Source: an optimization exercise on an open RTL-to-GDS flow (aim: small area). Production flows keep margins and buffers that such runs may drop. In this exercise RTL edits were held to simulation tests only and were not proved equivalent to the original. The clock port is modelled as an ideal driver; clocking choices that lean on that would not hold on a real chip. No activity file was given, so power comes from the tool's default toggle rates.

--- flow/design.v ---
module top(y, x, c0, c1, c2, clk, rst);
input clk;
input rst;
input [7:0] x;
input [7:0] c0;
input [7:0] c1;
input [7:0] c2;
output [15:0] y;
reg [7:0] xd;
reg [7:0] c0d;
reg [15:0] s2q;
wire [7:0] xg;
wire [7:0] xdg;
wire rstn = ~rst;
and_cell ug0 (.a(x[0]), .b(rstn), .y(xg[0]));
and_cell ugd0 (.a(xd[0]), .b(rstn), .y(xdg[0]));
and_cell ug1 (.a(x[1]), .b(rstn), .y(xg[1]));
and_cell ugd1 (.a(xd[1]), .b(rstn), .y(xdg[1]));
and_cell ug2 (.a(x[2]), .b(rstn), .y(xg[2]));
and_cell ugd2 (.a(xd[2]), .b(rstn), .y(xdg[2]));
and_cell ug3 (.a(x[3]), .b(rstn), .y(xg[3]));
and_cell ugd3 (.a(xd[3]), .b(rstn), .y(xdg[3]));
and_cell ug4 (.a(x[4]), .b(rstn), .y(xg[4]));
and_cell ugd4 (.a(xd[4]), .b(rstn), .y(xdg[4]));
and_cell ug5 (.a(x[5]), .b(rstn), .y(xg[5]));
and_cell ugd5 (.a(xd[5]), .b(rstn), .y(xdg[5]));
and_cell ug6 (.a(x[6]), .b(rstn), .y(xg[6]));
and_cell ugd6 (.a(xd[6]), .b(rstn), .y(xdg[6]));
and_cell ug7 (.a(x[7]), .b(rstn), .y(xg[7]));
and_cell ugd7 (.a(xd[7]), .b(rstn), .y(xdg[7]));
wire [15:0] s2n;
wire p1;
wire p2;
wire p3;
wire p4;
wire p5;
wire p6;
wire p7;
wire p8;
wire p9;
wire p10;
wire p11;
wire p12;
wire p13;
wire p14;
wire p15;
wire p16;
wire p17;
wire p18;
wire p19;
wire p20;
wire p21;
wire p22;
wire p23;
wire p24;
wire p25;
wire p26;
wire p27;
wire p28;
wire p29;
wire p30;
wire p31;
wire p32;
wire p33;
wire p34;
wire p35;
wire p36;
wire p37;
wire p38;
wire p39;
wire p40;
wire p41;
wire p42;
wire p43;
wire p44;
wire p45;
wire p46;
wire p47;
wire p48;
wire p49;
wire p50;
wire p51;
wire p52;
wire p53;
wire p54;
wire p55;
wire p56;
wire p57;
wire p58;
wire p59;
wire p60;
wire p61;
wire p62;
wire p63;
wire p64;
wire p65;
wire p66;
wire p67;
wire p68;
wire p69;
wire p70;
wire p71;
wire p72;
wire p73;
wire p74;
wire p75;
wire p76;
wire p77;
wire p78;
wire p79;
wire p80;
wire p81;
wire p82;
wire p83;
wire p84;
wire p85;
wire p86;
wire p87;
wire p88;
wire p89;
wire p90;
wire p91;
wire p92;
wire p93;
wire p94;
wire p95;
wire p96;
wire p97;
wire p98;
wire p99;
wire p100;
wire p101;
wire p102;
wire p103;
wire p104;
wire p105;
wire p106;
wire p107;
wire p108;
wire p109;
wire p110;
wire p111;
wire p112;
wire p113;
wire p114;
wire p115;
wire p116;
wire p117;
wire p118;
wire p119;
wire p120;
wire p121;
wire p122;
wire p123;
wire p124;
wire p125;
wire p126;
wire p127;
wire p128;
wire s129;
wire c130;
wire s131;
wire c132;
wire s133;
wire c134;
wire s135;
wire c136;
wire s137;
wire c138;
wire s139;
wire c140;
wire s141;
wire c142;
wire s143;
wire c144;
wire s145;
wire c146;
wire s147;
wire c148;
wire s149;
wire c150;
wire s151;
wire c152;
wire s153;
wire c154;
wire s155;
wire c156;
wire s157;
wire c158;
wire s159;
wire c160;
wire s161;
wire c162;
wire s163;
wire c164;
wire s165;
wire c166;
wire s167;
wire c168;
wire s169;
wire c170;
wire s171;
wire c172;
wire s173;
wire c174;
wire s175;
wire c176;
wire s177;
wire c178;
wire s179;
wire c180;
wire s181;
wire c182;
wire s183;
wire c184;
wire s185;
wire c186;
wire s187;
wire c188;
wire s189;
wire c190;
wire s191;
wire c192;
wire s193;
wire c194;
wire s195;
wire c196;
wire s197;
wire c198;
wire s199;
wire c200;
wire s201;
wire c202;
wire s203;
wire c204;
wire s205;
wire c206;
wire s207;
wire c208;
wire s209;
wire c210;
wire s211;
wire c212;
wire s213;
wire c214;
wire s215;
wire c216;
wire s217;
wire c218;
wire s219;
wire c220;
wire s221;
wire c222;
wire s223;
wire c224;
wire s225;
wire c226;
wire s227;
wire c228;
wire s229;
wire c230;
wire s231;
wire c232;
wire s233;
wire c234;
wire s235;
wire c236;
wire s237;
wire c238;
wire s239;
wire c240;
wire s241;
wire c242;
wire s243;
wire c244;
wire s245;
wire c246;
wire s247;
wire c248;
wire s249;
wire c250;
wire s251;
wire c252;
wire s253;
wire c254;
wire s255;
wire c256;
wire s257;
wire c258;
wire s259;
wire c260;
wire s261;
wire c262;
wire s263;
wire c264;
wire s265;
wire c266;
wire s267;
wire c268;
wire s269;
wire c270;
wire s271;
wire c272;
wire s273;
wire c274;
wire s275;
wire c276;
wire s277;
wire c278;
wire s279;
wire c280;
wire s281;
wire c282;
wire s283;
wire c284;
wire s285;
wire c286;
wire s287;
wire c288;
wire s289;
wire c290;
wire s291;
wire c292;
wire s293;
wire c294;
wire s295;
wire c296;
wire s297;
wire c298;
wire s299;
wire c300;
wire s301;
wire c302;
wire s303;
wire c304;
wire s305;
wire c306;
wire s307;
wire c308;
wire s309;
wire c310;
wire s311;
wire c312;
wire s313;
wire c314;
wire s315;
wire c316;
wire s317;
wire c318;
wire s319;
wire c320;
wire s321;
wire c322;
wire s323;
wire c324;
wire s325;
wire c326;
wire s327;
wire c328;
wire s329;
wire c330;
wire s331;
wire c332;
wire s333;
wire c334;
wire s335;
wire c336;
wire s337;
wire c338;
wire s339;
wire c340;
wire s341;
wire c342;
wire s343;
wire c344;
wire s345;
wire c346;
wire s347;
wire c348;
wire s349;
wire c350;
wire s351;
wire c352;
wire s353;
wire c354;
wire s355;
wire c356;
wire s357;
wire c358;
wire s359;
wire c360;
wire s361;
wire c362;
wire s363;
wire c364;
wire s365;
wire c366;
wire x367;
wire x368;
wire p369;
wire p370;
wire p371;
wire p372;
wire p373;
wire p374;
wire p375;
wire p376;
wire p377;
wire p378;
wire p379;
wire p380;
wire p381;
wire p382;
wire p383;
wire p384;
wire p385;
wire p386;
wire p387;
wire p388;
wire p389;
wire p390;
wire p391;
wire p392;
wire p393;
wire p394;
wire p395;
wire p396;
wire p397;
wire p398;
wire p399;
wire p400;
wire p401;
wire p402;
wire p403;
wire p404;
wire p405;
wire p406;
wire p407;
wire p408;
wire p409;
wire p410;
wire p411;
wire p412;
wire p413;
wire p414;
wire p415;
wire p416;
wire p417;
wire p418;
wire p419;
wire p420;
wire p421;
wire p422;
wire p423;
wire p424;
wire p425;
wire p426;
wire p427;
wire p428;
wire p429;
wire p430;
wire p431;
wire p432;
wire s433;
wire c434;
wire n435;
wire s436;
wire c437;
wire s438;
wire c439;
wire n440;
wire s441;
wire c442;
wire s443;
wire c444;
wire s445;
wire c446;
wire s447;
wire c448;
wire s449;
wire c450;
wire s451;
wire c452;
wire s453;
wire c454;
wire s455;
wire c456;
wire s457;
wire c458;
wire s459;
wire c460;
wire s461;
wire c462;
wire s463;
wire c464;
wire s465;
wire c466;
wire s467;
wire c468;
wire s469;
wire c470;
wire s471;
wire c472;
wire s473;
wire c474;
wire s475;
wire c476;
wire s477;
wire c478;
wire s479;
wire c480;
wire s481;
wire c482;
wire s483;
wire c484;
wire s485;
wire c486;
wire s487;
wire c488;
wire s489;
wire c490;
wire s491;
wire c492;
wire s493;
wire c494;
wire s495;
wire c496;
wire s497;
wire c498;
wire s499;
wire c500;
wire s501;
wire c502;
wire s503;
wire c504;
wire s505;
wire c506;
wire s507;
wire c508;
wire s509;
wire c510;
wire s511;
wire c512;
wire s513;
wire c514;
wire s515;
wire c516;
wire s517;
wire c518;
wire s519;
wire c520;
wire s521;
wire c522;
wire s523;
wire c524;
wire s525;
wire c526;
wire s527;
wire c528;
wire s529;
wire c530;
wire s531;
wire c532;
wire s533;
wire c534;
wire s535;
wire c536;
wire n537;
wire s538;
wire c539;
wire s540;
wire c541;
wire s542;
wire c543;
wire s544;
wire c545;
wire s546;
wire c547;
wire s548;
wire c549;
wire n550;
wire s551;
wire c552;
wire s553;
wire c554;
wire s555;
wire c556;
wire s557;
wire c558;
wire s559;
wire c560;
wire s561;
wire c562;
wire s563;
wire c564;
wire s565;
wire c566;
wire s567;
wire c568;
wire s569;
wire c570;
wire s571;
wire c572;
wire s573;
wire c574;
wire s575;
wire c576;
wire s577;
wire c578;
wire x579;
wire x580;
wire [4:0] t581;
wire y582;
wire y583;
wire y584;
wire y585;
wire y586;
nand_cell u1 (.a(xdg[0]), .b(c0d[0]), .y(p1));
nand_cell u2 (.a(xdg[0]), .b(c0d[1]), .y(p2));
nand_cell u3 (.a(xdg[0]), .b(c0d[2]), .y(p3));
nand_cell u4 (.a(xdg[0]), .b(c0d[3]), .y(p4));
nand_cell u5 (.a(xdg[0]), .b(c0d[4]), .y(p5));
nand_cell u6 (.a(xdg[0]), .b(c0d[5]), .y(p6));
nand_cell u7 (.a(xdg[0]), .b(c0d[6]), .y(p7));
and_cell u8 (.a(xdg[0]), .b(c0d[7]), .y(p8));
nand_cell u9 (.a(xdg[1]), .b(c0d[0]), .y(p9));
nand_cell u10 (.a(xdg[1]), .b(c0d[1]), .y(p10));
nand_cell u11 (.a(xdg[1]), .b(c0d[2]), .y(p11));
nand_cell u12 (.a(xdg[1]), .b(c0d[3]), .y(p12));
nand_cell u13 (.a(xdg[1]), .b(c0d[4]), .y(p13));
nand_cell u14 (.a(xdg[1]), .b(c0d[5]), .y(p14));
nand_cell u15 (.a(xdg[1]), .b(c0d[6]), .y(p15));
and_cell u16 (.a(xdg[1]), .b(c0d[7]), .y(p16));
nand_cell u17 (.a(xdg[2]), .b(c0d[0]), .y(p17));
nand_cell u18 (.a(xdg[2]), .b(c0d[1]), .y(p18));
nand_cell u19 (.a(xdg[2]), .b(c0d[2]), .y(p19));
nand_cell u20 (.a(xdg[2]), .b(c0d[3]), .y(p20));
nand_cell u21 (.a(xdg[2]), .b(c0d[4]), .y(p21));
nand_cell u22 (.a(xdg[2]), .b(c0d[5]), .y(p22));
nand_cell u23 (.a(xdg[2]), .b(c0d[6]), .y(p23));
and_cell u24 (.a(xdg[2]), .b(c0d[7]), .y(p24));
nand_cell u25 (.a(xdg[3]), .b(c0d[0]), .y(p25));
nand_cell u26 (.a(xdg[3]), .b(c0d[1]), .y(p26));
nand_cell u27 (.a(xdg[3]), .b(c0d[2]), .y(p27));
nand_cell u28 (.a(xdg[3]), .b(c0d[3]), .y(p28));
nand_cell u29 (.a(xdg[3]), .b(c0d[4]), .y(p29));
nand_cell u30 (.a(xdg[3]), .b(c0d[5]), .y(p30));
nand_cell u31 (.a(xdg[3]), .b(c0d[6]), .y(p31));
and_cell u32 (.a(xdg[3]), .b(c0d[7]), .y(p32));
nand_cell u33 (.a(xdg[4]), .b(c0d[0]), .y(p33));
nand_cell u34 (.a(xdg[4]), .b(c0d[1]), .y(p34));
nand_cell u35 (.a(xdg[4]), .b(c0d[2]), .y(p35));
nand_cell u36 (.a(xdg[4]), .b(c0d[3]), .y(p36));
nand_cell u37 (.a(xdg[4]), .b(c0d[4]), .y(p37));
nand_cell u38 (.a(xdg[4]), .b(c0d[5]), .y(p38));
nand_cell u39 (.a(xdg[4]), .b(c0d[6]), .y(p39));
and_cell u40 (.a(xdg[4]), .b(c0d[7]), .y(p40));
nand_cell u41 (.a(xdg[5]), .b(c0d[0]), .y(p41));
nand_cell u42 (.a(xdg[5]), .b(c0d[1]), .y(p42));
nand_cell u43 (.a(xdg[5]), .b(c0d[2]), .y(p43));
nand_cell u44 (.a(xdg[5]), .b(c0d[3]), .y(p44));
nand_cell u45 (.a(xdg[5]), .b(c0d[4]), .y(p45));
nand_cell u46 (.a(xdg[5]), .b(c0d[5]), .y(p46));
nand_cell u47 (.a(xdg[5]), .b(c0d[6]), .y(p47));
and_cell u48 (.a(xdg[5]), .b(c0d[7]), .y(p48));
nand_cell u49 (.a(xdg[6]), .b(c0d[0]), .y(p49));
nand_cell u50 (.a(xdg[6]), .b(c0d[1]), .y(p50));
nand_cell u51 (.a(xdg[6]), .b(c0d[2]), .y(p51));
nand_cell u52 (.a(xdg[6]), .b(c0d[3]), .y(p52));
nand_cell u53 (.a(xdg[6]), .b(c0d[4]), .y(p53));
nand_cell u54 (.a(xdg[6]), .b(c0d[5]), .y(p54));
nand_cell u55 (.a(xdg[6]), .b(c0d[6]), .y(p55));
and_cell u56 (.a(xdg[6]), .b(c0d[7]), .y(p56));
and_cell u57 (.a(xdg[7]), .b(c0d[0]), .y(p57));
and_cell u58 (.a(xdg[7]), .b(c0d[1]), .y(p58));
and_cell u59 (.a(xdg[7]), .b(c0d[2]), .y(p59));
and_cell u60 (.a(xdg[7]), .b(c0d[3]), .y(p60));
and_cell u61 (.a(xdg[7]), .b(c0d[4]), .y(p61));
and_cell u62 (.a(xdg[7]), .b(c0d[5]), .y(p62));
and_cell u63 (.a(xdg[7]), .b(c0d[6]), .y(p63));
nand_cell u64 (.a(xdg[7]), .b(c0d[7]), .y(p64));
nand_cell u65 (.a(xg[0]), .b(c1[0]), .y(p65));
nand_cell u66 (.a(xg[0]), .b(c1[1]), .y(p66));
nand_cell u67 (.a(xg[0]), .b(c1[2]), .y(p67));
nand_cell u68 (.a(xg[0]), .b(c1[3]), .y(p68));
nand_cell u69 (.a(xg[0]), .b(c1[4]), .y(p69));
nand_cell u70 (.a(xg[0]), .b(c1[5]), .y(p70));
nand_cell u71 (.a(xg[0]), .b(c1[6]), .y(p71));
and_cell u72 (.a(xg[0]), .b(c1[7]), .y(p72));
nand_cell u73 (.a(xg[1]), .b(c1[0]), .y(p73));
nand_cell u74 (.a(xg[1]), .b(c1[1]), .y(p74));
nand_cell u75 (.a(xg[1]), .b(c1[2]), .y(p75));
nand_cell u76 (.a(xg[1]), .b(c1[3]), .y(p76));
nand_cell u77 (.a(xg[1]), .b(c1[4]), .y(p77));
nand_cell u78 (.a(xg[1]), .b(c1[5]), .y(p78));
nand_cell u79 (.a(xg[1]), .b(c1[6]), .y(p79));
and_cell u80 (.a(xg[1]), .b(c1[7]), .y(p80));
nand_cell u81 (.a(xg[2]), .b(c1[0]), .y(p81));
nand_cell u82 (.a(xg[2]), .b(c1[1]), .y(p82));
nand_cell u83 (.a(xg[2]), .b(c1[2]), .y(p83));
nand_cell u84 (.a(xg[2]), .b(c1[3]), .y(p84));
nand_cell u85 (.a(xg[2]), .b(c1[4]), .y(p85));
nand_cell u86 (.a(xg[2]), .b(c1[5]), .y(p86));
nand_cell u87 (.a(xg[2]), .b(c1[6]), .y(p87));
and_cell u88 (.a(xg[2]), .b(c1[7]), .y(p88));
nand_cell u89 (.a(xg[3]), .b(c1[0]), .y(p89));
nand_cell u90 (.a(xg[3]), .b(c1[1]), .y(p90));
nand_cell u91 (.a(xg[3]), .b(c1[2]), .y(p91));
nand_cell u92 (.a(xg[3]), .b(c1[3]), .y(p92));
nand_cell u93 (.a(xg[3]), .b(c1[4]), .y(p93));
nand_cell u94 (.a(xg[3]), .b(c1[5]), .y(p94));
nand_cell u95 (.a(xg[3]), .b(c1[6]), .y(p95));
and_cell u96 (.a(xg[3]), .b(c1[7]), .y(p96));
nand_cell u97 (.a(xg[4]), .b(c1[0]), .y(p97));
nand_cell u98 (.a(xg[4]), .b(c1[1]), .y(p98));
nand_cell u99 (.a(xg[4]), .b(c1[2]), .y(p99));
nand_cell u100 (.a(xg[4]), .b(c1[3]), .y(p100));
nand_cell u101 (.a(xg[4]), .b(c1[4]), .y(p101));
nand_cell u102 (.a(xg[4]), .b(c1[5]), .y(p102));
nand_cell u103 (.a(xg[4]), .b(c1[6]), .y(p103));
and_cell u104 (.a(xg[4]), .b(c1[7]), .y(p104));
nand_cell u105 (.a(xg[5]), .b(c1[0]), .y(p105));
nand_cell u106 (.a(xg[5]), .b(c1[1]), .y(p106));
nand_cell u107 (.a(xg[5]), .b(c1[2]), .y(p107));
nand_cell u108 (.a(xg[5]), .b(c1[3]), .y(p108));
nand_cell u109 (.a(xg[5]), .b(c1[4]), .y(p109));
nand_cell u110 (.a(xg[5]), .b(c1[5]), .y(p110));
nand_cell u111 (.a(xg[5]), .b(c1[6]), .y(p111));
and_cell u112 (.a(xg[5]), .b(c1[7]), .y(p112));
nand_cell u113 (.a(xg[6]), .b(c1[0]), .y(p113));
nand_cell u114 (.a(xg[6]), .b(c1[1]), .y(p114));
nand_cell u115 (.a(xg[6]), .b(c1[2]), .y(p115));
nand_cell u116 (.a(xg[6]), .b(c1[3]), .y(p116));
nand_cell u117 (.a(xg[6]), .b(c1[4]), .y(p117));
nand_cell u118 (.a(xg[6]), .b(c1[5]), .y(p118));
nand_cell u119 (.a(xg[6]), .b(c1[6]), .y(p119));
and_cell u120 (.a(xg[6]), .b(c1[7]), .y(p120));
and_cell u121 (.a(xg[7]), .b(c1[0]), .y(p121));
and_cell u122 (.a(xg[7]), .b(c1[1]), .y(p122));
and_cell u123 (.a(xg[7]), .b(c1[2]), .y(p123));
and_cell u124 (.a(xg[7]), .b(c1[3]), .y(p124));
and_cell u125 (.a(xg[7]), .b(c1[4]), .y(p125));
and_cell u126 (.a(xg[7]), .b(c1[5]), .y(p126));
and_cell u127 (.a(xg[7]), .b(c1[6]), .y(p127));
nand_cell u128 (.a(xg[7]), .b(c1[7]), .y(p128));
ha_cell u130 (.a(p1), .b(p65), .s(s129), .co(c130));
fa_cell u132 (.a(p2), .b(p9), .c(p66), .s(s131), .co(c132));
fa_cell u134 (.a(p73), .b(c130), .c(s131), .s(s133), .co(c134));
ha_cell u136 (.a(p3), .b(p10), .s(s135), .co(c136));
fa_cell u138 (.a(p17), .b(p67), .c(p74), .s(s137), .co(c138));
fa_cell u140 (.a(p81), .b(s135), .c(c132), .s(s139), .co(c140));
fa_cell u142 (.a(s137), .b(c134), .c(s139), .s(s141), .co(c142));
ha_cell u144 (.a(p4), .b(p11), .s(s143), .co(c144));
fa_cell u146 (.a(p18), .b(p25), .c(p68), .s(s145), .co(c146));
fa_cell u148 (.a(p75), .b(p82), .c(p89), .s(s147), .co(c148));
fa_cell u150 (.a(c136), .b(s143), .c(c138), .s(s149), .co(c150));
fa_cell u152 (.a(s145), .b(s147), .c(c140), .s(s151), .co(c152));
fa_cell u154 (.a(s149), .b(s151), .c(c142), .s(s153), .co(c154));
ha_cell u156 (.a(p5), .b(p12), .s(s155), .co(c156));
fa_cell u158 (.a(p19), .b(p26), .c(p33), .s(s157), .co(c158));
fa_cell u160 (.a(p69), .b(p76), .c(p83), .s(s159), .co(c160));
fa_cell u162 (.a(p90), .b(p97), .c(c144), .s(s161), .co(c162));
fa_cell u164 (.a(s155), .b(c146), .c(c148), .s(s163), .co(c164));
fa_cell u166 (.a(s157), .b(s159), .c(s161), .s(s165), .co(c166));
fa_cell u168 (.a(c150), .b(s163), .c(s165), .s(s167), .co(c168));
fa_cell u170 (.a(c152), .b(s167), .c(c154), .s(s169), .co(c170));
ha_cell u172 (.a(p6), .b(p13), .s(s171), .co(c172));
fa_cell u174 (.a(p20), .b(p27), .c(p34), .s(s173), .co(c174));
fa_cell u176 (.a(p41), .b(p70), .c(p77), .s(s175), .co(c176));
fa_cell u178 (.a(p84), .b(p91), .c(p98), .s(s177), .co(c178));
fa_cell u180 (.a(p105), .b(c156), .c(s171), .s(s179), .co(c180));
fa_cell u182 (.a(c158), .b(c160), .c(s173), .s(s181), .co(c182));
fa_cell u184 (.a(s175), .b(s177), .c(c162), .s(s183), .co(c184));
fa_cell u186 (.a(s179), .b(c164), .c(s181), .s(s185), .co(c186));
fa_cell u188 (.a(c166), .b(s183), .c(s185), .s(s187), .co(c188));
fa_cell u190 (.a(c168), .b(s187), .c(c170), .s(s189), .co(c190));
ha_cell u192 (.a(p7), .b(p14), .s(s191), .co(c192));
fa_cell u194 (.a(p21), .b(p28), .c(p35), .s(s193), .co(c194));
fa_cell u196 (.a(p42), .b(p49), .c(p71), .s(s195), .co(c196));
fa_cell u198 (.a(p78), .b(p85), .c(p92), .s(s197), .co(c198));
fa_cell u200 (.a(p99), .b(p106), .c(p113), .s(s199), .co(c200));
fa_cell u202 (.a(c172), .b(s191), .c(c174), .s(s201), .co(c202));
fa_cell u204 (.a(c176), .b(c178), .c(s193), .s(s203), .co(c204));
fa_cell u206 (.a(s195), .b(s197), .c(s199), .s(s205), .co(c206));
fa_cell u208 (.a(c180), .b(c182), .c(s201), .s(s207), .co(c208));
fa_cell u210 (.a(s203), .b(s205), .c(c184), .s(s209), .co(c210));
fa_cell u212 (.a(c186), .b(s207), .c(s209), .s(s211), .co(c212));
fa_cell u214 (.a(c188), .b(s211), .c(c190), .s(s213), .co(c214));
ha_cell u216 (.a(p8), .b(p15), .s(s215), .co(c216));
fa_cell u218 (.a(p22), .b(p29), .c(p36), .s(s217), .co(c218));
fa_cell u220 (.a(p43), .b(p50), .c(p57), .s(s219), .co(c220));
fa_cell u222 (.a(p72), .b(p79), .c(p86), .s(s221), .co(c222));
fa_cell u224 (.a(p93), .b(p100), .c(p107), .s(s223), .co(c224));
fa_cell u226 (.a(p114), .b(p121), .c(c192), .s(s225), .co(c226));
fa_cell u228 (.a(s215), .b(c194), .c(c196), .s(s227), .co(c228));
fa_cell u230 (.a(c198), .b(c200), .c(s217), .s(s229), .co(c230));
fa_cell u232 (.a(s219), .b(s221), .c(s223), .s(s231), .co(c232));
fa_cell u234 (.a(s225), .b(c202), .c(c204), .s(s233), .co(c234));
fa_cell u236 (.a(s227), .b(c206), .c(s229), .s(s235), .co(c236));
fa_cell u238 (.a(s231), .b(c208), .c(s233), .s(s237), .co(c238));
fa_cell u240 (.a(s235), .b(c210), .c(s237), .s(s239), .co(c240));
fa_cell u242 (.a(c212), .b(s239), .c(c214), .s(s241), .co(c242));
fa_cell u244 (.a(p16), .b(p23), .c(p30), .s(s243), .co(c244));
fa_cell u246 (.a(p37), .b(p44), .c(p51), .s(s245), .co(c246));
fa_cell u248 (.a(p58), .b(p80), .c(p87), .s(s247), .co(c248));
fa_cell u250 (.a(p94), .b(p101), .c(p108), .s(s249), .co(c250));
fa_cell u252 (.a(p115), .b(p122), .c(c216), .s(s251), .co(c252));
fa_cell u254 (.a(c218), .b(c220), .c(c222), .s(s253), .co(c254));
fa_cell u256 (.a(c224), .b(s243), .c(s245), .s(s255), .co(c256));
fa_cell u258 (.a(s247), .b(s249), .c(c226), .s(s257), .co(c258));
fa_cell u260 (.a(s251), .b(c228), .c(c230), .s(s259), .co(c260));
fa_cell u262 (.a(s253), .b(c232), .c(s255), .s(s261), .co(c262));
fa_cell u264 (.a(s257), .b(c234), .c(c236), .s(s263), .co(c264));
fa_cell u266 (.a(s259), .b(s261), .c(c238), .s(s265), .co(c266));
fa_cell u268 (.a(s263), .b(c240), .c(s265), .s(s267), .co(c268));
g_xnor u270 (.a(s267), .b(c242), .y(s269));
g_or u270c (.a(s267), .b(c242), .y(c270));
ha_cell u272 (.a(p24), .b(p31), .s(s271), .co(c272));
fa_cell u274 (.a(p38), .b(p45), .c(p52), .s(s273), .co(c274));
fa_cell u276 (.a(p59), .b(p88), .c(p95), .s(s275), .co(c276));
fa_cell u278 (.a(p102), .b(p109), .c(p116), .s(s277), .co(c278));
fa_cell u280 (.a(p123), .b(s271), .c(c244), .s(s279), .co(c280));
fa_cell u282 (.a(c246), .b(c248), .c(c250), .s(s281), .co(c282));
fa_cell u284 (.a(s273), .b(s275), .c(s277), .s(s283), .co(c284));
fa_cell u286 (.a(c252), .b(c254), .c(s279), .s(s285), .co(c286));
fa_cell u288 (.a(s281), .b(c256), .c(s283), .s(s287), .co(c288));
fa_cell u290 (.a(c258), .b(c260), .c(c262), .s(s289), .co(c290));
fa_cell u292 (.a(s285), .b(s287), .c(c264), .s(s291), .co(c292));
fa_cell u294 (.a(s289), .b(c266), .c(s291), .s(s293), .co(c294));
fa_cell u296 (.a(c268), .b(s293), .c(c270), .s(s295), .co(c296));
fa_cell u298 (.a(p32), .b(p39), .c(p46), .s(s297), .co(c298));
fa_cell u300 (.a(p53), .b(p60), .c(p96), .s(s299), .co(c300));
fa_cell u302 (.a(p103), .b(p110), .c(p117), .s(s301), .co(c302));
fa_cell u304 (.a(p124), .b(c272), .c(c274), .s(s303), .co(c304));
fa_cell u306 (.a(c276), .b(c278), .c(s297), .s(s305), .co(c306));
fa_cell u308 (.a(s299), .b(s301), .c(c280), .s(s307), .co(c308));
fa_cell u310 (.a(c282), .b(s303), .c(c284), .s(s309), .co(c310));
fa_cell u312 (.a(s305), .b(s307), .c(c286), .s(s311), .co(c312));
fa_cell u314 (.a(c288), .b(s309), .c(c290), .s(s313), .co(c314));
fa_cell u316 (.a(s311), .b(c292), .c(s313), .s(s315), .co(c316));
fa_cell u318 (.a(c294), .b(s315), .c(c296), .s(s317), .co(c318));
fa_cell u320 (.a(p40), .b(p47), .c(p54), .s(s319), .co(c320));
fa_cell u322 (.a(p61), .b(p104), .c(p111), .s(s321), .co(c322));
fa_cell u324 (.a(p118), .b(p125), .c(c298), .s(s323), .co(c324));
fa_cell u326 (.a(c300), .b(c302), .c(s319), .s(s325), .co(c326));
fa_cell u328 (.a(s321), .b(c304), .c(c306), .s(s327), .co(c328));
fa_cell u330 (.a(s323), .b(s325), .c(c308), .s(s329), .co(c330));
fa_cell u332 (.a(c310), .b(s327), .c(s329), .s(s331), .co(c332));
fa_cell u334 (.a(c312), .b(c314), .c(s331), .s(s333), .co(c334));
fa_cell u336 (.a(c316), .b(s333), .c(c318), .s(s335), .co(c336));
fa_cell u338 (.a(p48), .b(p55), .c(p62), .s(s337), .co(c338));
fa_cell u340 (.a(p112), .b(p119), .c(p126), .s(s339), .co(c340));
fa_cell u342 (.a(c320), .b(c322), .c(s337), .s(s341), .co(c342));
fa_cell u344 (.a(s339), .b(c324), .c(c326), .s(s343), .co(c344));
fa_cell u346 (.a(s341), .b(c328), .c(s343), .s(s345), .co(c346));
fa_cell u348 (.a(c330), .b(s345), .c(c332), .s(s347), .co(c348));
fa_cell u350 (.a(s347), .b(c334), .c(c336), .s(s349), .co(c350));
fa_cell u352 (.a(p56), .b(p63), .c(p120), .s(s351), .co(c352));
fa_cell u354 (.a(p127), .b(c338), .c(c340), .s(s353), .co(c354));
fa_cell u356 (.a(s351), .b(c342), .c(s353), .s(s355), .co(c356));
fa_cell u358 (.a(c344), .b(s355), .c(c346), .s(s357), .co(c358));
fa_cell u360 (.a(s357), .b(c348), .c(c350), .s(s359), .co(c360));
fa_cell u362 (.a(p64), .b(p128), .c(c352), .s(s361), .co(c362));
fa_cell u364 (.a(c354), .b(s361), .c(c356), .s(s363), .co(c364));
fa_cell u366 (.a(s363), .b(c358), .c(c360), .s(s365), .co(c366));
assign x367 = c362 ^ c364;
assign x368 = x367 ^ c366;
nand_cell u369 (.a(x[0]), .b(c2[0]), .y(p369));
nand_cell u370 (.a(x[0]), .b(c2[1]), .y(p370));
nand_cell u371 (.a(x[0]), .b(c2[2]), .y(p371));
nand_cell u372 (.a(x[0]), .b(c2[3]), .y(p372));
nand_cell u373 (.a(x[0]), .b(c2[4]), .y(p373));
nand_cell u374 (.a(x[0]), .b(c2[5]), .y(p374));
nand_cell u375 (.a(x[0]), .b(c2[6]), .y(p375));
and_cell u376 (.a(x[0]), .b(c2[7]), .y(p376));
nand_cell u377 (.a(x[1]), .b(c2[0]), .y(p377));
nand_cell u378 (.a(x[1]), .b(c2[1]), .y(p378));
nand_cell u379 (.a(x[1]), .b(c2[2]), .y(p379));
nand_cell u380 (.a(x[1]), .b(c2[3]), .y(p380));
nand_cell u381 (.a(x[1]), .b(c2[4]), .y(p381));
nand_cell u382 (.a(x[1]), .b(c2[5]), .y(p382));
nand_cell u383 (.a(x[1]), .b(c2[6]), .y(p383));
and_cell u384 (.a(x[1]), .b(c2[7]), .y(p384));
nand_cell u385 (.a(x[2]), .b(c2[0]), .y(p385));
nand_cell u386 (.a(x[2]), .b(c2[1]), .y(p386));
nand_cell u387 (.a(x[2]), .b(c2[2]), .y(p387));
nand_cell u388 (.a(x[2]), .b(c2[3]), .y(p388));
nand_cell u389 (.a(x[2]), .b(c2[4]), .y(p389));
nand_cell u390 (.a(x[2]), .b(c2[5]), .y(p390));
nand_cell u391 (.a(x[2]), .b(c2[6]), .y(p391));
and_cell u392 (.a(x[2]), .b(c2[7]), .y(p392));
nand_cell u393 (.a(x[3]), .b(c2[0]), .y(p393));
nand_cell u394 (.a(x[3]), .b(c2[1]), .y(p394));
nand_cell u395 (.a(x[3]), .b(c2[2]), .y(p395));
nand_cell u396 (.a(x[3]), .b(c2[3]), .y(p396));
nand_cell u397 (.a(x[3]), .b(c2[4]), .y(p397));
nand_cell u398 (.a(x[3]), .b(c2[5]), .y(p398));
nand_cell u399 (.a(x[3]), .b(c2[6]), .y(p399));
and_cell u400 (.a(x[3]), .b(c2[7]), .y(p400));
nand_cell u401 (.a(x[4]), .b(c2[0]), .y(p401));
nand_cell u402 (.a(x[4]), .b(c2[1]), .y(p402));
nand_cell u403 (.a(x[4]), .b(c2[2]), .y(p403));
nand_cell u404 (.a(x[4]), .b(c2[3]), .y(p404));
nand_cell u405 (.a(x[4]), .b(c2[4]), .y(p405));
nand_cell u406 (.a(x[4]), .b(c2[5]), .y(p406));
nand_cell u407 (.a(x[4]), .b(c2[6]), .y(p407));
and_cell u408 (.a(x[4]), .b(c2[7]), .y(p408));
nand_cell u409 (.a(x[5]), .b(c2[0]), .y(p409));
nand_cell u410 (.a(x[5]), .b(c2[1]), .y(p410));
nand_cell u411 (.a(x[5]), .b(c2[2]), .y(p411));
nand_cell u412 (.a(x[5]), .b(c2[3]), .y(p412));
nand_cell u413 (.a(x[5]), .b(c2[4]), .y(p413));
nand_cell u414 (.a(x[5]), .b(c2[5]), .y(p414));
nand_cell u415 (.a(x[5]), .b(c2[6]), .y(p415));
and_cell u416 (.a(x[5]), .b(c2[7]), .y(p416));
nand_cell u417 (.a(x[6]), .b(c2[0]), .y(p417));
nand_cell u418 (.a(x[6]), .b(c2[1]), .y(p418));
nand_cell u419 (.a(x[6]), .b(c2[2]), .y(p419));
nand_cell u420 (.a(x[6]), .b(c2[3]), .y(p420));
nand_cell u421 (.a(x[6]), .b(c2[4]), .y(p421));
nand_cell u422 (.a(x[6]), .b(c2[5]), .y(p422));
nand_cell u423 (.a(x[6]), .b(c2[6]), .y(p423));
and_cell u424 (.a(x[6]), .b(c2[7]), .y(p424));
and_cell u425 (.a(x[7]), .b(c2[0]), .y(p425));
and_cell u426 (.a(x[7]), .b(c2[1]), .y(p426));
and_cell u427 (.a(x[7]), .b(c2[2]), .y(p427));
and_cell u428 (.a(x[7]), .b(c2[3]), .y(p428));
and_cell u429 (.a(x[7]), .b(c2[4]), .y(p429));
and_cell u430 (.a(x[7]), .b(c2[5]), .y(p430));
and_cell u431 (.a(x[7]), .b(c2[6]), .y(p431));
nand_cell u432 (.a(x[7]), .b(c2[7]), .y(p432));
ha_cell u434 (.a(s2q[0]), .b(p369), .s(s433), .co(c434));
assign n435 = ~s433;
ha_cell u437 (.a(s2q[1]), .b(p370), .s(s436), .co(c437));
fa_cell u439 (.a(p377), .b(c434), .c(s436), .s(s438), .co(c439));
assign n440 = ~s438;
fa_cell u442 (.a(s2q[2]), .b(p371), .c(p378), .s(s441), .co(c442));
fa_cell u444 (.a(p385), .b(c437), .c(s441), .s(s443), .co(c444));
g_xor u446 (.a(c439), .b(s443), .y(s445));
g_or u446c (.a(c439), .b(s443), .y(c446));
fa_cell u448 (.a(s2q[3]), .b(p372), .c(p379), .s(s447), .co(c448));
fa_cell u450 (.a(p386), .b(p393), .c(c442), .s(s449), .co(c450));
fa_cell u452 (.a(s447), .b(c444), .c(s449), .s(s451), .co(c452));
g_xor u454 (.a(c446), .b(s451), .y(s453));
g_or u454c (.a(c446), .b(s451), .y(c454));
fa_cell u456 (.a(s2q[4]), .b(p373), .c(p380), .s(s455), .co(c456));
fa_cell u458 (.a(p387), .b(p394), .c(p401), .s(s457), .co(c458));
fa_cell u460 (.a(c448), .b(s455), .c(s457), .s(s459), .co(c460));
fa_cell u462 (.a(c450), .b(s459), .c(c452), .s(s461), .co(c462));
g_xor u464 (.a(c454), .b(s461), .y(s463));
g_or u464c (.a(c454), .b(s461), .y(c464));
fa_cell u466 (.a(s2q[5]), .b(p374), .c(p381), .s(s465), .co(c466));
fa_cell u468 (.a(p388), .b(p395), .c(p402), .s(s467), .co(c468));
fa_cell u470 (.a(p409), .b(c456), .c(c458), .s(s469), .co(c470));
fa_cell u472 (.a(s465), .b(s467), .c(s469), .s(s471), .co(c472));
fa_cell u474 (.a(c460), .b(s471), .c(c462), .s(s473), .co(c474));
g_xor u476 (.a(c464), .b(s473), .y(s475));
g_or u476c (.a(c464), .b(s473), .y(c476));
fa_cell u478 (.a(s2q[6]), .b(p375), .c(p382), .s(s477), .co(c478));
fa_cell u480 (.a(p389), .b(p396), .c(p403), .s(s479), .co(c480));
fa_cell u482 (.a(p410), .b(p417), .c(c466), .s(s481), .co(c482));
fa_cell u484 (.a(c468), .b(s477), .c(s479), .s(s483), .co(c484));
fa_cell u486 (.a(c470), .b(s481), .c(s483), .s(s485), .co(c486));
fa_cell u488 (.a(c472), .b(s485), .c(c474), .s(s487), .co(c488));
g_xor u490 (.a(c476), .b(s487), .y(s489));
g_or u490c (.a(c476), .b(s487), .y(c490));
fa_cell u492 (.a(s2q[7]), .b(p376), .c(p383), .s(s491), .co(c492));
fa_cell u494 (.a(p390), .b(p397), .c(p404), .s(s493), .co(c494));
fa_cell u496 (.a(p411), .b(p418), .c(p425), .s(s495), .co(c496));
fa_cell u498 (.a(c478), .b(c480), .c(s491), .s(s497), .co(c498));
fa_cell u500 (.a(s493), .b(s495), .c(c482), .s(s499), .co(c500));
fa_cell u502 (.a(c484), .b(s497), .c(s499), .s(s501), .co(c502));
fa_cell u504 (.a(c486), .b(s501), .c(c488), .s(s503), .co(c504));
g_xor u506 (.a(c490), .b(s503), .y(s505));
g_or u506c (.a(c490), .b(s503), .y(c506));
fa_cell u508 (.a(s2q[8]), .b(p384), .c(p391), .s(s507), .co(c508));
fa_cell u510 (.a(p398), .b(p405), .c(p412), .s(s509), .co(c510));
fa_cell u512 (.a(p419), .b(p426), .c(c492), .s(s511), .co(c512));
fa_cell u514 (.a(c494), .b(c496), .c(s507), .s(s513), .co(c514));
fa_cell u516 (.a(s509), .b(c498), .c(s511), .s(s515), .co(c516));
fa_cell u518 (.a(s513), .b(c500), .c(s515), .s(s517), .co(c518));
fa_cell u520 (.a(c502), .b(s517), .c(c504), .s(s519), .co(c520));
g_xor u522 (.a(c506), .b(s519), .y(s521));
g_or u522c (.a(c506), .b(s519), .y(c522));
fa_cell u524 (.a(s2q[9]), .b(p392), .c(p399), .s(s523), .co(c524));
fa_cell u526 (.a(p406), .b(p413), .c(p420), .s(s525), .co(c526));
fa_cell u528 (.a(p427), .b(c508), .c(c510), .s(s527), .co(c528));
fa_cell u530 (.a(s523), .b(s525), .c(c512), .s(s529), .co(c530));
fa_cell u532 (.a(c514), .b(s527), .c(s529), .s(s531), .co(c532));
fa_cell u534 (.a(c516), .b(s531), .c(c518), .s(s533), .co(c534));
fa_cell u536 (.a(s533), .b(c520), .c(c522), .s(s535), .co(c536));
assign n537 = ~s535;
fa_cell u539 (.a(s2q[10]), .b(p400), .c(p407), .s(s538), .co(c539));
fa_cell u541 (.a(p414), .b(p421), .c(p428), .s(s540), .co(c541));
fa_cell u543 (.a(c524), .b(c526), .c(s538), .s(s542), .co(c543));
fa_cell u545 (.a(s540), .b(c528), .c(s542), .s(s544), .co(c545));
fa_cell u547 (.a(c530), .b(s544), .c(c532), .s(s546), .co(c547));
fa_cell u549 (.a(s546), .b(c534), .c(c536), .s(s548), .co(c549));
assign n550 = ~s548;
fa_cell u552 (.a(s2q[11]), .b(p408), .c(p415), .s(s551), .co(c552));
fa_cell u554 (.a(p422), .b(p429), .c(c539), .s(s553), .co(c554));
fa_cell u556 (.a(c541), .b(s551), .c(c543), .s(s555), .co(c556));
fa_cell u558 (.a(s553), .b(c545), .c(s555), .s(s557), .co(c558));
g_xnor u560 (.a(s557), .b(c547), .y(s559));
g_or u560c (.a(s557), .b(c547), .y(c560));
fa_cell u562 (.a(s2q[12]), .b(p416), .c(p423), .s(s561), .co(c562));
fa_cell u564 (.a(p430), .b(c552), .c(s561), .s(s563), .co(c564));
fa_cell u566 (.a(c554), .b(s563), .c(c556), .s(s565), .co(c566));
fa_cell u568 (.a(s565), .b(c558), .c(c560), .s(s567), .co(c568));
fa_cell u570 (.a(s2q[13]), .b(p424), .c(p431), .s(s569), .co(c570));
fa_cell u572 (.a(c562), .b(s569), .c(c564), .s(s571), .co(c572));
fa_cell u574 (.a(s571), .b(c566), .c(c568), .s(s573), .co(c574));
fa_cell u576 (.a(s2q[14]), .b(p432), .c(c570), .s(s575), .co(c576));
fa_cell u578 (.a(s575), .b(c572), .c(c574), .s(s577), .co(c578));
assign x579 = s2q[15] ^ c576;
assign x580 = x579 ^ c578;
inc_and5 u581 (.a({~s577, ~s573, ~s567, ~s559, ~c549}), .t(t581));
assign y582 = ~(s559 ^ t581[0]);
assign y583 = ~(s567 ^ t581[1]);
assign y584 = ~(s573 ^ t581[2]);
assign y585 = ~(s577 ^ t581[3]);
assign y586 = x580 ^ t581[4];
assign y[0] = n435;
assign s2n[0] = s129;
assign y[1] = n440;
assign s2n[1] = s133;
assign y[2] = s445;
assign s2n[2] = s141;
assign y[3] = s453;
assign s2n[3] = s153;
assign y[4] = s463;
assign s2n[4] = s169;
assign y[5] = s475;
assign s2n[5] = s189;
assign y[6] = s489;
assign s2n[6] = s213;
assign y[7] = s505;
assign s2n[7] = s241;
assign y[8] = s521;
assign s2n[8] = s269;
assign y[9] = n537;
assign s2n[9] = s295;
assign y[10] = n550;
assign s2n[10] = s317;
assign y[11] = y582;
assign s2n[11] = s335;
assign y[12] = y583;
assign s2n[12] = s349;
assign y[13] = y584;
assign s2n[13] = s359;
assign y[14] = y585;
assign s2n[14] = s365;
assign y[15] = y586;
assign s2n[15] = x368;
always @(posedge clk) begin
  xd <= xg;
  c0d <= c0;
  s2q <= s2n;
end
endmodule
module fa_cell(input a, input b, input c, output s, output co);
assign s = a ^ b ^ c;
assign co = (a & b) | (a & c) | (b & c);
endmodule
module ha_cell(input a, input b, output s, output co);
assign s = a ^ b;
assign co = a & b;
endmodule
module g_xor(input a, input b, output y);
assign y = a ^ b;
endmodule
module g_xnor(input a, input b, output y);
assign y = ~(a ^ b);
endmodule
module g_and(input a, input b, output y);
assign y = a & b;
endmodule
module g_nand(input a, input b, output y);
assign y = ~(a & b);
endmodule
module g_nor(input a, input b, output y);
assign y = ~(a | b);
endmodule
module g_or(input a, input b, output y);
assign y = a | b;
endmodule
module g_andn(input a, input b, output y);
assign y = a & ~b;
endmodule
module g_nandn(input a, input b, output y);
assign y = ~(a & ~b);
endmodule
module inc_and5(input [4:0] a, output [4:0] t);
genvar i;
assign t[0] = a[0];
generate for (i = 1; i < 5; i = i + 1) begin : g
  assign t[i] = &a[i:0];
end endgenerate
endmodule
module nand_cell(input a, input b, output y);
assign y = ~(a & b);
endmodule
module and_cell(input a, input b, output y);
assign y = a & b;
endmodule
module gate_cell(input a, input r, output y);
assign y = a & ~r;
endmodule
--- flow/flow/run.sh ---
#!/bin/bash
# The standard layout (standard.sh: the standard synthesis and ORFS steps,
# unchanged), with these environment settings for the ORFS steps:
#  - the buffers that global placement puts on every input and output port are
#    the platform's smallest buffer (buf_1) instead of the delay buffer that
#    buffer_ports picks by default; the resizer may still upsize them;
#  - clock tree synthesis uses clkbuf_8 and inserts no dummy loads;
# and one extra step after CTS: clksize.tcl resizes the clock tree's buffers
# (a root buffer and four leaf buffers of 7 to 9 flip-flops each) to clkbuf_2
# and clkbuf_4, keeping the tree's shape and placement. The layout then goes
# on with the standard steps (routing, repair, finish).
# Each tool's output: standard_cts.log, clksize.log, standard.log (and the
# per-step logs in orfs/logs/).
set -euo pipefail
export BUFFER_PORTS_ARGS="-buffer_cell sky130_fd_sc_hd__buf_1"
export REMOVE_ABC_BUFFERS=1
export CTS_ARGS="-buf_list sky130_fd_sc_hd__clkbuf_8 -sink_clustering_enable -dont_use_dummy_load -repair_clock_nets"
bash standard.sh cts > standard_cts.log 2>&1
CLKSIZE_ODB="$PWD/orfs/results/$FLOW_PLATFORM/top/base/4_cts.odb" \
  openroad -no_init -exit flow/clksize.tcl > clksize.log 2>&1
bash standard.sh finish > standard.log 2>&1
--- flow/flow/clksize.tcl ---
# Resize the clock tree that CTS built (a root buffer feeding leaf buffers
# that drive the flip-flops) to small buffers: root clkbuf_2, leaves clkbuf_4.
# The tree's shape and placement stay as CTS made them.
read_db $::env(CLKSIZE_ODB)
set block [ord::get_db_block]
set db [ord::get_db]
set clknet [[$block findBTerm clk] getNet]
set roots {}
foreach it [$clknet getITerms] {
  if {[$it isInputSignal]} { lappend roots [$it getInst] }
}
if {[llength $roots] != 1} { error "expected one cell on the clock port, found [llength $roots]" }
set root [lindex $roots 0]
foreach it [$root getITerms] {
  if {[$it isOutputSignal]} { set rootout [$it getNet] }
}
set leaves {}
foreach it [$rootout getITerms] {
  set inst [$it getInst]
  if {$inst eq $root} continue
  if {![string match "sky130_fd_sc_hd__clkbuf_*" [[$inst getMaster] getName]]} {
    error "[$inst getName] on the root's net is not a clock buffer"
  }
  lappend leaves $inst
}
puts "root [$root getName] ([[$root getMaster] getName]), [llength $leaves] leaf buffers"
$root swapMaster [$db findMaster sky130_fd_sc_hd__clkbuf_2]
foreach leaf $leaves {
  $leaf swapMaster [$db findMaster sky130_fd_sc_hd__clkbuf_4]
}
detailed_placement
check_placement
write_db $::env(CLKSIZE_ODB)
--- flow/standard.sh ---
#!/bin/bash
# synth_recipe.tcl (not shown) runs the flow's synth.tcl, then flattens the netlist and writes it again
# the make line also repeats each setting of config.mk as NAME=value (left out here)
make -C /OpenROAD-flow-scripts/flow DESIGN_CONFIG=/design/flow/config.mk WORK_HOME=/design/flow/orfs CLKGATE_MAP_FILE= SYNTH_SCRIPT=/design/flow/synth_recipe.tcl "${@:-finish}"
--- flow/config.mk ---
export PLATFORM = sky130hd
export DESIGN_NAME = top
export DESIGN_NICKNAME = top
export VERILOG_FILES = /design/flow/design.v
export SDC_FILE = /design/flow/constraint.sdc
export NUM_CORES = 4
export LEC_CHECK = 0
export CAP_MARGIN = 20
export CORE_MARGIN = 2
export CORE_UTILIZATION = 70
export CTS_BUF_LIST = sky130_fd_sc_hd__clkbuf_8
export GPL_TIMING_DRIVEN = 0
export SLEW_MARGIN = 20
export SYNTH_HIERARCHICAL = 1
export SYNTH_MINIMUM_KEEP_SIZE = 0
--- flow/constraint.sdc ---
create_clock -name core_clock -period 10.0 [get_ports {clk}]
set_input_delay 2.0000 -clock core_clock [delete_from_list [all_inputs] [get_ports {clk}]]
set_output_delay 2.0000 -clock core_clock [all_outputs]
set_load 0.01 [all_outputs]
==> results of run 1 <==
[worst min-delay path, cell delays in order (launching register included)]
cell and delay [ps]:
dfxtp_1 430, nand2_1 110, ha_1 120
[per-module statistics from Yosys (local to each module, per instance)]
module	cells inside	area [µm²]
fa_cell	1	20.0
g_or	1	6.26
inc_and5	5	35.0
nand_cell	1	3.75
top	67	877
ha_cell	1	12.5
and_cell	1	6.26
g_xnor	1	8.76
g_xor	1	8.76
[registers in the layout (all words and copies together), names as in the netlist]
| signal | flops |
|---|---|
| c0d | 8 |
| s2q | 16 |
| xd | 8 |
[cell type report]
cell class                 count  area share
inverter                      10     0.00653
clock buffer                   5     0.00610
sequential                    32       0.111
multi-input combinational    420       0.821
timing repair buffer          49      0.0329
tap                          102      0.0222
[per-layer routing]
metal	vias to the layer above	share of wire
li1	1507	-
met1	1940	0.35
met2	179	0.54
met3	52	0.058
met4	0	0.052
met5	-	0
[path summary, 6_finish.rpt]
kind             startpoint         endpoint  slack (ps)
max                   c2[2]            y[15]         320
min reg2reg  c0d[0]$_DFF_P_   s2q[0]$_DFF_P_         680
min          c0d[0]$_DFF_P_   s2q[0]$_DFF_P_         680
max reg2reg   xd[1]$_DFF_P_  s2q[15]$_DFF_P_        2950
[cell families (layout without fill, tap and decap cells)]
logic type	Yosys count	after routing	synth area share
DFF	32	32	0.116
buffers and inverters	27	64	0.0299
xor gates and xnor gates	18	18	0.0286
and+or+nand+nor	221	221	0.183
adders and majority gates	181	181	0.643
[power breakdown]
group          internal (W)  total (W)  switching (W)
registers          0.000173   0.000197      0.0000237
clock network     0.0000213  0.0000645      0.0000431
logic              0.000717    0.00156       0.000840
total              0.000911    0.00182       0.000907
[timing repair]
action                                  4_1_cts  5_1_grt
buffers inserted                              0        0
endpoints found under the setup margin        0        1
resized for setup                             0        4
[synthesized netlist by cell type (all sizes together)]
cell	count
and2	60
dfxtp	32
inv	10
or2	9
fa	171
nand2	150
xnor2	10
buf	17
xor2	8
ha	10
and4	1
and3	1
[through the flow]
stage                     setup WS (ps)  utilization  instance area, µm²
final                               320        0.747                5750
after global routing               4.33        0.747                5750
after floorplan                     939            -                5390
after CTS                           120        0.751                5770
after detailed placement            144        0.742                5710
after global placement              213        0.742                5710
==> results.txt, run 1 <==
The run finished with no timing, DRC or antenna violations. The number of standard cells after synthesis is 479. The cell at the root of the clock tree is clkbuf_8. The number of nets in the layout is 733. For this design, the sink count on the clock tree is 32. After the first detailed-routing iteration, the DRC count stood at 203. The routed design could run at a clock period as short as 9680 ps.

The number of pins exceeding their max-slew limit in the final report is 0. The critical path endpoint category is an output pin. The cell area that synthesis handed to floorplanning was 5520 µm². For this run, the number of standard cells in the final layout without fillers is 618. The floorplan has 32 rows.

At the pin with the least slew margin, the transition time is 486 ps. The routed wire length per instance is 18.9 µm. In this run the static leakage power is 1.95 nW.

The global-route wire length before repair came out at 20300 µm. The library cell used most frequently in the layout, excluding fill and tap cells, is fa_1. In the global route stage, met3 resource usage came out at 0.0472. Entering global routing, the biggest net connects 17 pins. The final weighted congestion in routability-driven placement is 0.931. The largest stage delay on the critical path came out at 470 ps. After global routing the overflow that remains totals 0.

After detailed routing, the number of remaining DRC violations is 0. Max-cap violations in this run came to 0. The count of H-tree levels built during CTS is 2. The total global-route track usage came out at 0.317. The fill cell instance count of the final layout is 545.

The horizontal extent of the die is 92.8 µm. The vias per cell came out at 5.95. Setup repair after global routing left no endpoint under its margin.

The cell class contributing the biggest share of worst-path delay is adder cells. Yosys attributes the largest share of cell area to fa_1, dfxtp_1, nand2_1. The TritonCTS clock tree is built. The met2 demand-to-capacity share in global routing came out at 0.566. Walking the worst path, the cells encountered are clkbuf_2 > nand2_1 > fa_1 > fa_1 > fa_1 > fa_1 > fa_1 > fa_1 > fa_1 > fa_1 > or2_1 > fa_1 > fa_1 > inv_1 > and4_1 > and2_1 > xor2_1 > xnor2_1 > buf_1. The number of global-route vias before repair was 4294.

The number of antenna violations at the first check in global routing is 0. The number of cells on the worst reg-to-reg path is 19. The count of synthesis-stage warnings from yosys came out at 7. The hold violation total from the final report is 0. The headroom to the max-slew limit is 0.676. The portion of the post-synthesis area used by sequential elements is 0.116. The setup TNS is 0 ps. The cell count after placement is 613. The area of the die is 8610 µm². Among the stages of the critical path, the cell type that occurs most often is fa_1. The tightest min-delay check is of the register to register type. The power density over the cells came out at 316 nW/µm². The starting utilization of the core area is 0.718.

In the layout the commonest cells are fa_1, nand2_1, and2_1, buf_1, dfxtp_1. The critical path depth is 19. The number of buffers created by CTS came out at 5. 50 I/O pins were placed. The multi-input logic area is 4720 µm². The clock edge transition at the registers on the reported setup and hold paths came out at 120 ps.

The aggregate routed wire length is 11700 µm. met2 is the most crowded layer. The post-synthesis average cell area is 11.5 µm². The highest clock rate is 103 MHz. No sink is reached through more buffers than the 2 on the longest clock path. The worst hold path stage count came out at 2. Of the post-synthesis cell area, the dominant cell type holds 0.620.

The data arrival time of the critical path came out at 7680 ps. Hold is met by 683 ps. The repair_antennas step left the layout with diodes totalling 0. Once detailed placement completed, the half-perimeter wirelength came to 9740 µm.

The detailed router placed 3678 vias in this run. The number of port buffers came out at 49. The maximum vdd ir drop came out at 0.366 mV. Setup violations remaining at the end of the flow were counted as 0. Of the cells placed in the final design, the portion with a size suffix greater than 1 is 0.0174. The area inside the core boundary is 7690 µm². For this design, the CTS-stage hold fixing added 0 buffers.

The number of antenna-violating nets in the routed design came out at 0. The critical path data required time is 8000 ps. Summing all flip-flop and latch instances after layout gives 641 µm². The met1 usage in global routing came out at 0.377.

Among all stages on the critical path, the largest delay is contributed by fa_1. The nature of the critical path startpoint is a primary input. The flip-flop and latch count after synthesis came out at 32.

The worst setup path category is primary input to output pin. From synthesis to final layout, the design area changed by 4.06%. Dividing the final minimum period by the clock period gives 0.968. The count of different cell masters after synthesis came out at 12. The dominant cell type by area after synthesis is fa_1. The buffer and inverter count on the worst path is 3. The number of detailed-route iterations in the first pass came out at 5. The critical-path maximum fanout is 8. The maximum clock skew at final layout came out at 41.4 ps. Measured along the y axis, the die boundary spans 92.8 µm.

The latest clock arrival within the worst-skew pair is 370 ps. The total power came out at 0.00182 W.
==> run 2, diff against run 1 <==
--- a/flow/config.mk
+++ b/flow/config.mk
@@ -9,3 +9,3 @@
 export CORE_MARGIN = 2
-export CORE_UTILIZATION = 70
+export CORE_UTILIZATION = 40
 export CTS_BUF_LIST = sky130_fd_sc_hd__clkbuf_8
==> run 2 against run 1 <==
Combinational power is essentially flat. Area after synthesis is the same. Largest power group unchanged. Highest routed layer unchanged. Power shrank 1.4%.
==> results.txt, run 2 <==
The post-route fraction of the period consumed by the critical path came out at 0.972. The final count of negative-setup-slack endpoints came out at 0. In the synthesized netlist, the cells that appear most often are fa_1, nand2_1, and2_1. In the synthesized netlist the dominant register cell turns out to be dfxtp_1. The number of buffers created by CTS came out at 5. TritonCTS built the clock tree.

The finished cells cover 5840 µm². The critical-path maximum fanout came out at 8. The number of pins exceeding their max-slew limit in the final report came to 0. The largest net degree at the start of global routing is 17. The most numerous cell type found on the critical path is fa_1. The number of antenna diodes in the final layout is 0. The overall via count from detail_route is 3498. Broken down by cell family, the worst path's largest delay share belongs to adder cells. The critical path data required time came out at 8000 ps.

The pin slew with the least headroom to its limit came out at 534 ps. The congestion estimate from routability-driven global placement came to 0.881. The critical path endpoint category is an output pin.

The worst hold-check slack is 710 ps. The number of sinks handled by clock tree synthesis is 32. The count of different cell masters after synthesis came out at 12. In the final design database the tool counted 733 nets. The number of antenna violations at the first check in global routing was 0. The flip-flop and latch count after synthesis came out at 32. The number of global-route vias before repair came out at 4217.

The detail route stage leaves a number of antenna-violating nets equal to 0. The register bank with the most flops is s2q. Leaving out fill and tap cells, the most frequent cells in the layout are fa_1, nand2_1, and2_1, buf_1, dfxtp_1. The share of final-layout standard cells stronger than drive strength 1 came out at 0.0174.

The most common cell after layout, fill and taps aside is fa_1. The floorplan die height is 121 µm. After global routing the overflow that remains totals 0. The tree is rooted in a clkbuf_8. The post-place instance area is 5800 µm². In this run the power density over the cells is 307 nW/µm².

The endpoint of the worst setup timing path is y[15]. The synthesis-to-layout area growth came out at 5.73%. In this run the worst setup path begins at c2[2]. The switching power total came out at 0.000890 W. The portion of total power attributed to combinational logic is 0.856.

The maximum clock skew at final layout is 9.48 ps. The startpoint identified for the worst register-to-register timing path is xd[0]$_DFF_P_. The switching part of the total is 0.496. In the final layout, the registers with the most flip-flops are s2q: 16 flops, c0d: 8 flops, xd: 8 flops. The count of H-tree levels built during CTS came out at 2. The aggregate routed wire length is 12000 µm. The region available for standard cell placement spans 13300 µm².

The share of flip-flops with an asynchronous set or reset is 0. The violation count after the first detailed-route iteration is 175. The routed wire length per instance is 17.4 µm. The worst setup timing slack at the placement stage is 97.0 ps. The filler cells instantiated in the layout total 1301. Dividing the detail-routed via count by the number of cells gives 5.05. The maximum vdd ir drop came out at 0.195 mV. Port buffering added 49 buffers. The row count came out at 42. The total global-route track usage came out at 0.191. The largest stage delay on the critical path came out at 480 ps. For this configuration, the core starts out at a cell density of 0.414. The headroom to the max-slew limit came out at 0.644. For the worst setup path, the data arrival time is 7720 ps. The global-route wire length before repair is 21400 µm. The leakage power is 1.95 nW. The portion of the post-synthesis area used by sequential elements is 0.116. The flow ran to the end and the layout has no timing, DRC or antenna violations. By area the synthesized netlist is led by fa_1, dfxtp_1, nand2_1. After clock tree synthesis, the clock-pin slew on the worst setup and hold paths is 90 ps. The area of the die came out at 14800 µm². The number of detailed-route iterations in the first pass came out at 4. The time the worst path needs with I/O delays and setup came out at 9720 ps. The length in cells of the worst reg-to-reg path came out at 19. The part of the power in registers came out at 0.110. STA classifies the critical path startpoint as a primary input.

In this run the count of I/O pins placed on the die edge is 50. The cell-internal power came out at 0.000904 W. After synthesis the cells add up to 5520 µm². In this run the critical register-to-register path is captured at s2q[15]$_DFF_P_.

The number of enable flip-flop cells after synthesis came out at 0. The highest clock rate came out at 103 MHz. Setup slack closes at 275 ps.

On the critical path, the stage with the largest delay is an instance of fa_1. No sink is reached through more buffers than the 2 on the longest clock path. The fraction of synthesized cell area taken by the top area cell type came out at 0.620. Setup repair after global routing left no endpoint under its margin.

The hold violation total from the final report was 0. The count of synthesis-stage warnings from yosys is 7. The critical path goes through clkbuf_2 > nand2_1 > fa_1 > fa_1 > fa_1 > fa_1 > fa_1 > fa_1 > fa_1 > fa_1 > or2_1 > fa_1 > fa_1 > inv_1 > and4_1 > and2_1 > xor2_1 > xnor2_1 > buf_1. The setup TNS is 0 ps. The horizontal extent of the die came out at 121 µm.

The flip-flop count of the largest register after layout came out at 16. The latest clock arrival within the worst-skew pair came out at 370 ps. A synthesized cell averages 11.5 µm². The buffer and inverter count on the worst path is 3. The setup check on the worst reg-to-reg path leaves a slack of 3000 ps. The fraction of the core area covered by cells at the end of the flow is 0.437. The clock share of power is 0.035. The path class of the lowest-slack min-delay path is register to register. The number of maximum-capacitance violations came out at 0.

After technology mapping, the gate count stands at 479. The critical path depth came out at 19. For this run, design rule violations remaining after detail routing come to 0.

The worst setup path category is primary input to output pin. Once detailed placement completed, the half-perimeter wirelength came to 10000 µm. The dominant cell type by area after synthesis is fa_1.

The most repeated cell in the gate-level netlist after synthesis is fa_1.
run 2: repair_timing:
| item | CTS | global route |
|---|---|---|
| resized for setup | 0 | 4 |
| endpoints found under the setup margin | 0 | 1 |
| buffers inserted | 0 | 0 |
| hold buffers | 0 | 0 |
run 2: worst register-to-register path: stages (launching register included):
cell and delay (ps):
dfxtp_1 310, and2_1 330, nand2_1 140, fa_1 450
fa_1 390, fa_1 470, fa_1 420, fa_1 390
fa_1 380, fa_1 380, fa_1 400, or2_1 250
fa_1 380, fa_1 390, fa_1 390, fa_1 380
fa_1 380, fa_1 390, xnor2_1 170, xnor2_1 130
run 2: layer usage:
metal / track usage / wire (µm)
met3: 0.0277 / 721
met4: 0.0625 / 318
met2: 0.336 / 6410
met1: 0.242 / 4590
met5: 0 / 0
run 2: metrics by stage:
step	instances	power, W
4_1_cts	692	0.00188
3_3_place_gp	687	0.00177
2_1_floorplan	462	0.00137
5_1_grt	692	0.00208
3_5_place_dp	687	0.00178
6_report	692	0.00179
run 2: final cells by class:
type / count / area (µm²) / area share
Multi-Input combinational cell: 420 / 4720 / 0.808
Sequential cell: 32 / 641 / 0.110
Tap cell: 176 / 220 / 0.0377
Timing Repair Buffer: 49 / 189 / 0.0324
Inverter: 10 / 37.5 / 0.00643
Clock buffer: 5 / 35.0 / 0.00600
run 2: power groups by stage:
| stage | logic, W | clock network, W | registers [W] |
|---|---|---|---|
| CTS | 0.00159 | 0.0000915 | 0.000198 |
| finish | 0.00153 | 0.0000620 | 0.000197 |
| global placement | 0.00157 | 0 | 0.000201 |
| floorplan | 0.00118 | 0 | 0.000194 |
| global route | 0.00180 | 0.0000736 | 0.000203 |
| detailed placement | 0.00158 | 0 | 0.000201 |
run 2: modules after synthesis (local to each module, per instance):
| module | times used | flops+latches | cell area, µm² |
|---|---|---|---|
| top | 1 | 32 | 877 |
| inc_and5 | 1 | 0 | 35.0 |
| fa_cell | 171 | 0 | 20.0 |
| ha_cell | 10 | 0 | 12.5 |
| g_xnor | 2 | 0 | 8.76 |
| g_xor | 7 | 0 | 8.76 |
| and_cell | 58 | 0 | 6.26 |
| g_or | 9 | 0 | 6.26 |
| nand_cell | 150 | 0 | 3.75 |
run 2: cell families (layout without fill, tap and decap cells):
| family | Yosys count | count (layout) | synth area share |
|---|---|---|---|
| adders and majority gates | 181 | 181 | 0.643 |
| buffers and inverters | 27 | 64 | 0.0299 |
| xor gates and xnor gates | 18 | 18 | 0.0286 |
| and+or+nand+nor | 221 | 221 | 0.183 |
| DFF | 32 | 32 | 0.116 |
run 2: worst min path at each step:
stage                               from             end  slack, ps  cells after the start
after detailed placement  c0d[0]$_DFF_P_  s2q[0]$_DFF_P_        680                      2
after CTS                 c0d[0]$_DFF_P_  s2q[0]$_DFF_P_        700                      2
after floorplan           c0d[0]$_DFF_P_  s2q[0]$_DFF_P_        550                      2
after global placement    c0d[0]$_DFF_P_  s2q[0]$_DFF_P_        680                      2
final                     c0d[0]$_DFF_P_  s2q[0]$_DFF_P_        710                      2
after global routing      c0d[0]$_DFF_P_  s2q[0]$_DFF_P_        740                      2

## afterwards: timing with drivers on the ports
The flow's constraints put no driver on any port. The routed layouts listed below were extracted and timed again, unchanged, in two steps.
Step 1: set_driving_cell puts a clkbuf_16 on clk and a buf_2 on each other input, an assumption about the parent block.
Step 2 times the ports against the registers' clock, not the clock port: input delays grow and output delays shrink by t, the midpoint of the rising clock arrivals with the driver on.
a / b / c = no drivers / after step 1 / after step 2; a / b = the first two.
| run | shift t [ns] | slack for setup (ns) | hold WS [ns] | latest minus earliest clock arrival (ns) | worst slew at a driven data input, ns |
|---|---|---|---|---|---|
| run 1 | 0.378 | 0.320 / 0.297 / 0.297 | 0.683 / 0.683 / 0.683 | 0.041 / 0.042 | 0.03 |
| run 2 | 0.397 | 0.275 / 0.252 / 0.252 | 0.710 / 0.710 / 0.710 | 0.010 / 0.009 | 0.04 |
After both steps every run listed still meets setup and hold.
